Source: an optimization exercise on an open RTL-to-GDS flow (aim: small area). Production flows keep margins and buffers that such runs may drop.
In this exercise RTL edits were held to simulation tests only and were not proved equivalent to the original.
Power and IR drop assume default switching activity.

== run A ==
Design sin_gen, start of the top module:
module sin_gen #(
  parameter phase_width     = 9,
  parameter data_width      = 16,
  parameter sampling_f      = 4535,    
  parameter clock_cnt_width = 13
)(
  input                        clk,         
  input                        rst,         
  input      [phase_width-1:0] phase_incr,  
  output     [phase_width-1:0] phase_out,
  output     [data_width-1:0]  signal_out,
  output                       fs_out       
);
  reg  [8:0]  phase_cnt;    
  reg         ph_s;
  reg         ph_r;
  reg  [6:0]  ph_i;
  reg  [11:0] c;            
  reg         clock_out;    
  wire term = (c & 12'h27f) == 12'h07f;    
  wire fb   = ~(c[11] ^ c[10]);
  wire [6:0] fold;
  wire [6:0] low_or;
  assign low_or[0] = 1'b0;
  genvar gi;
  generate for (gi = 1; gi < 7; gi = gi + 1) begin : g_fold
    assign low_or[gi] = low_or[gi-1] | phase_cnt[gi-1];
  end endgenerate
  assign fold = phase_cnt[6:0] ^ ({7{phase_cnt[7]}} & low_or);
  always @(posedge clk) begin
    if (rst) begin
      phase_cnt <= 9'd0;
      ph_s      <= 1'b0;
      ph_r      <= 1'b0;
      ph_i      <= 7'd0;
      c         <= 12'h0e5;
      clock_out <= 1'b1;
    end else begin
      ph_s <= phase_cnt[8];
      ph_r <= phase_cnt[7];
      ph_i <= fold;
      if (term) begin
        c         <= clock_out ? 12'h072 : 12'h0e5;
        clock_out <= ~clock_out;
        if (!clock_out)
          phase_cnt <= phase_cnt + phase_incr;
      end else begin
        c <= {c[10:0], fb};
      end
    end
  end
  assign phase_out = phase_cnt;
  assign fs_out    = clock_out;
  wire [8:0]  p = {ph_s, ph_r, ph_i};
  wire [15:0] rom;
  wire n26, n27, n28, n29, n30, n31, n32, n33, n34, n35, n36, n37;
  wire n38, n39, n40, n41, n42, n43, n44, n45, n46, n47, n48, n49;
  wire n50, n51, n52, n53, n54, n55, n56, n57, n58, n59, n60, n61;
  wire n62, n63, n64, n65, n66, n67, n68, n69, n70, n71, n72, n73;
  wire n74, n75, n76, n77, n78, n79, n80, n81, n82, n83, n84, n85;
  wire n86, n87, n88, n89, n90, n91, n92, n93, n94, n95, n96, n97;
  wire n98, n99, n100, n101, n102, n103, n104, n105, n106, n107, n108, n109;
  wire n110, n111, n112, n113, n114, n115, n116, n117, n118, n119, n120, n121;
  wire n122, n123, n124, n125, n126, n127, n128, n129, n130, n131, n132, n133;
  ...
Size in the first run: ~31 flip-flops, ~37 I/O pins, ~2800 µm² of cells after synthesis.
Settings: LEC_CHECK=0, ABC_AREA=1, CAP_MARGIN=20, CELL_PAD_IN_SITES_DETAIL_PLACEMENT=1, CELL_PAD_IN_SITES_GLOBAL_PLACEMENT=2, CORE_MARGIN=2, CORE_UTILIZATION=40, GPL_TIMING_DRIVEN=1, SLEW_MARGIN=20, SYNTH_MEMORY_MAX_BITS=16384; clock period 10.0 ns.
standard.sh (not shown) runs the stock make flow with config.mk's settings and CLKGATE_MAP_FILE= SYNTH_SCRIPT=/design/flow/synth_recipe.tcl, a recipe that flattens the netlist after the stock synthesis.
==> flow/flow/run.sh <==
#!/bin/bash
set -euo pipefail
W=$PWD
mkdir -p "$W/myscripts"
cp -r "$FLOW_HOME/scripts/." "$W/myscripts/"
cp "$W/flow/abc_area.script" "$W/myscripts/abc_area.script"
bash standard.sh "SCRIPTS_DIR=$W/myscripts" "ADDER_MAP_FILE=" synth > "$W/synth.log" 2>&1
R=$W/orfs/results/$FLOW_PLATFORM/sin_gen/base
python3 "$W/flow/upsize.py" "$R/1_2_yosys.v" > "$W/upsize.log" 2>&1
rm -f "$R/1_synth.odb" "$R/1_synth.sdc"
bash standard.sh "SCRIPTS_DIR=$W/myscripts" "ADDER_MAP_FILE=" synth > "$W/synth2.log" 2>&1
bash standard.sh "BUFFER_PORTS_ARGS=-buffer_cell sky130_fd_sc_hd__buf_1" \
  "CTS_ARGS=-sink_clustering_enable -sink_clustering_size 16 -sink_clustering_max_diameter 400 -repair_clock_nets -buf_list sky130_fd_sc_hd__clkbuf_4 -dont_use_dummy_load" \
  finish > "$W/layout.log" 2>&1
==> flow/flow/abc_area.script <==
strash
&get -n
&dch -f
&nf -R 1000
&put
topo
==> flow/flow/upsize.py <==
#!/usr/bin/env python3
"""Give flip-flops that drive a large fanout a stronger drive (dfxtp_1 -> dfxtp_2/4)
in the synthesised netlist, instead of leaving the placer to buffer their nets.
Only the drive strength of a register's cell changes; its type and name stay."""
import re, sys
fn = sys.argv[1]
v = open(fn).read()
insts = re.findall(r'(sky130_fd_sc_hd__\w+)\s+(\\?\S+)\s*\((.*?)\);', v, re.S)
loads = {}
for typ, name, pins in insts:
    for pin, net in re.findall(r'\.(\w+)\(([^()]*)\)', pins):
        if pin not in ('X', 'Y', 'Q', 'Q_N', 'COUT', 'SUM'):
            loads[net.strip()] = loads.get(net.strip(), 0) + 1
out = v
for typ, name, pins in insts:
    if typ != 'sky130_fd_sc_hd__dfxtp_1':
        continue
    q = dict((a, b.strip()) for a, b in re.findall(r'\.(\w+)\(([^()]*)\)', pins))['Q']
    n = loads.get(q, 0)
    new = 'sky130_fd_sc_hd__dfxtp_4' if n > 24 else 'sky130_fd_sc_hd__dfxtp_2' if n > 12 else None
    if new:
        old = '%s %s' % (typ, name)
        assert out.count(old) == 1, old
        out = out.replace(old, '%s %s' % (new, name))
        print('%s: %d loads -> %s' % (name, n, new))
open(fn, 'w').write(out)
> inputs changed (run A -> run B)
-- flow/flow/run.sh --
<<< run A, line 12
bash standard.sh "BUFFER_PORTS_ARGS=-buffer_cell sky130_fd_sc_hd__buf_1" \
  "CTS_ARGS=-sink_clustering_enable -sink_clustering_size 16 -sink_clustering_max_diameter 400 -repair_clock_nets -buf_list sky130_fd_sc_hd__clkbuf_4 -dont_use_dummy_load" \
  finish > "$W/layout.log" 2>&1
>>> run B, line 12
bash standard.sh "BUFFER_PORTS_ARGS=-buffer_cell sky130_fd_sc_hd__buf_1" \
  "CTS_ARGS=-sink_clustering_enable -sink_clustering_size 40 -repair_clock_nets -buf_list sky130_fd_sc_hd__clkbuf_16 -dont_use_dummy_load" \
  finish > "$W/layout.log" 2>&1
- For the global-route track usage on met1, run B came in 0.60 points higher than run A did.
- For run A, the group with the largest share of power was sequential cells, unlike run B, where it was clock.
- Compared with run A, run B shows a higher routed metal-1 wirelength.
- Non-clock buffer instance count of the final layout: run B vs run A identical
- Summary of run B over run A: met3 wirelength from detailed routing has increased; number of buffers added for setup after CTS has remained practically unchanged.
> inputs changed (run B -> run C)
Settings: CORE_UTILIZATION: 40 -> 50.
-- flow/flow/run.sh --
<<< run B, line 12
bash standard.sh "BUFFER_PORTS_ARGS=-buffer_cell sky130_fd_sc_hd__buf_1" \
  "CTS_ARGS=-sink_clustering_enable -sink_clustering_size 40 -repair_clock_nets -buf_list sky130_fd_sc_hd__clkbuf_16 -dont_use_dummy_load" \
  finish > "$W/layout.log" 2>&1
>>> run C, line 12
bash standard.sh "BUFFER_PORTS_ARGS=-buffer_cell sky130_fd_sc_hd__buf_1" \
  "CTS_ARGS=-sink_clustering_enable -repair_clock_nets -buf_list sky130_fd_sc_hd__clkbuf_4 -dont_use_dummy_load" \
  finish > "$W/layout.log" 2>&1
Results
Of run C and run B, only run C fails to finish with a clean layout.
XOR/XNOR share of the synthesized area: run C vs run B identical
Of run C and run B, the run reporting the lower die outline height was run C.
Going from run B to run C, horizontal die dimension saw a decrease, initial core utilization saw an increase, proportion of synthesized flip-flops having asynchronous set or reset saw little to no change.
What run D does differently from run C at the input level:
Settings: CORE_UTILIZATION now 40, was 50; PLACE_DENSITY now 0.6, previously not set.
Results
Per the final summary, run D finished and its layout is clean on timing, DRC and antenna. Diff run C -> run D: cell area after technology mapping ~0 delta; area fraction in compound gates after synthesis level; xor/xnor share of the synthesized area saw little to no change; multiplexer area fraction after synthesis saw little to no change. Run D -> run C: chip area estimate from yosys synthesis delta 0, exact match.

==> what the ideal ports hide <==
In the flow no input, the clock included, has a driving cell. The finished layouts below were timed again as built, in two steps. Step 1, drivers: a clkbuf_16 drives clk and a buf_2 each remaining input, both assumed. Step 2 also shifts input and output timing later by t, the mid clock arrival at the registers, as if the neighbouring blocks saw the same clock. Slacks: ideal ports / drivers / drivers and shift; pairs: ideal ports / drivers.
run | t, ns | slack for setup (ns) | hold slack, ns | latest minus earliest clock arrival (ns)
run A | 0.345 | 3.671 / 3.647 / 3.992 | 0.452 / 0.452 / 0.452 | 0.019 / 0.019
run B | 0.302 | 3.681 / 3.648 / 3.950 | 0.448 / 0.448 / 0.448 | 0.012 / 0.012
run D | 0.345 | 3.671 / 3.647 / 3.992 | 0.452 / 0.452 / 0.452 | 0.019 / 0.019
After both steps setup and hold are still met in every run listed.
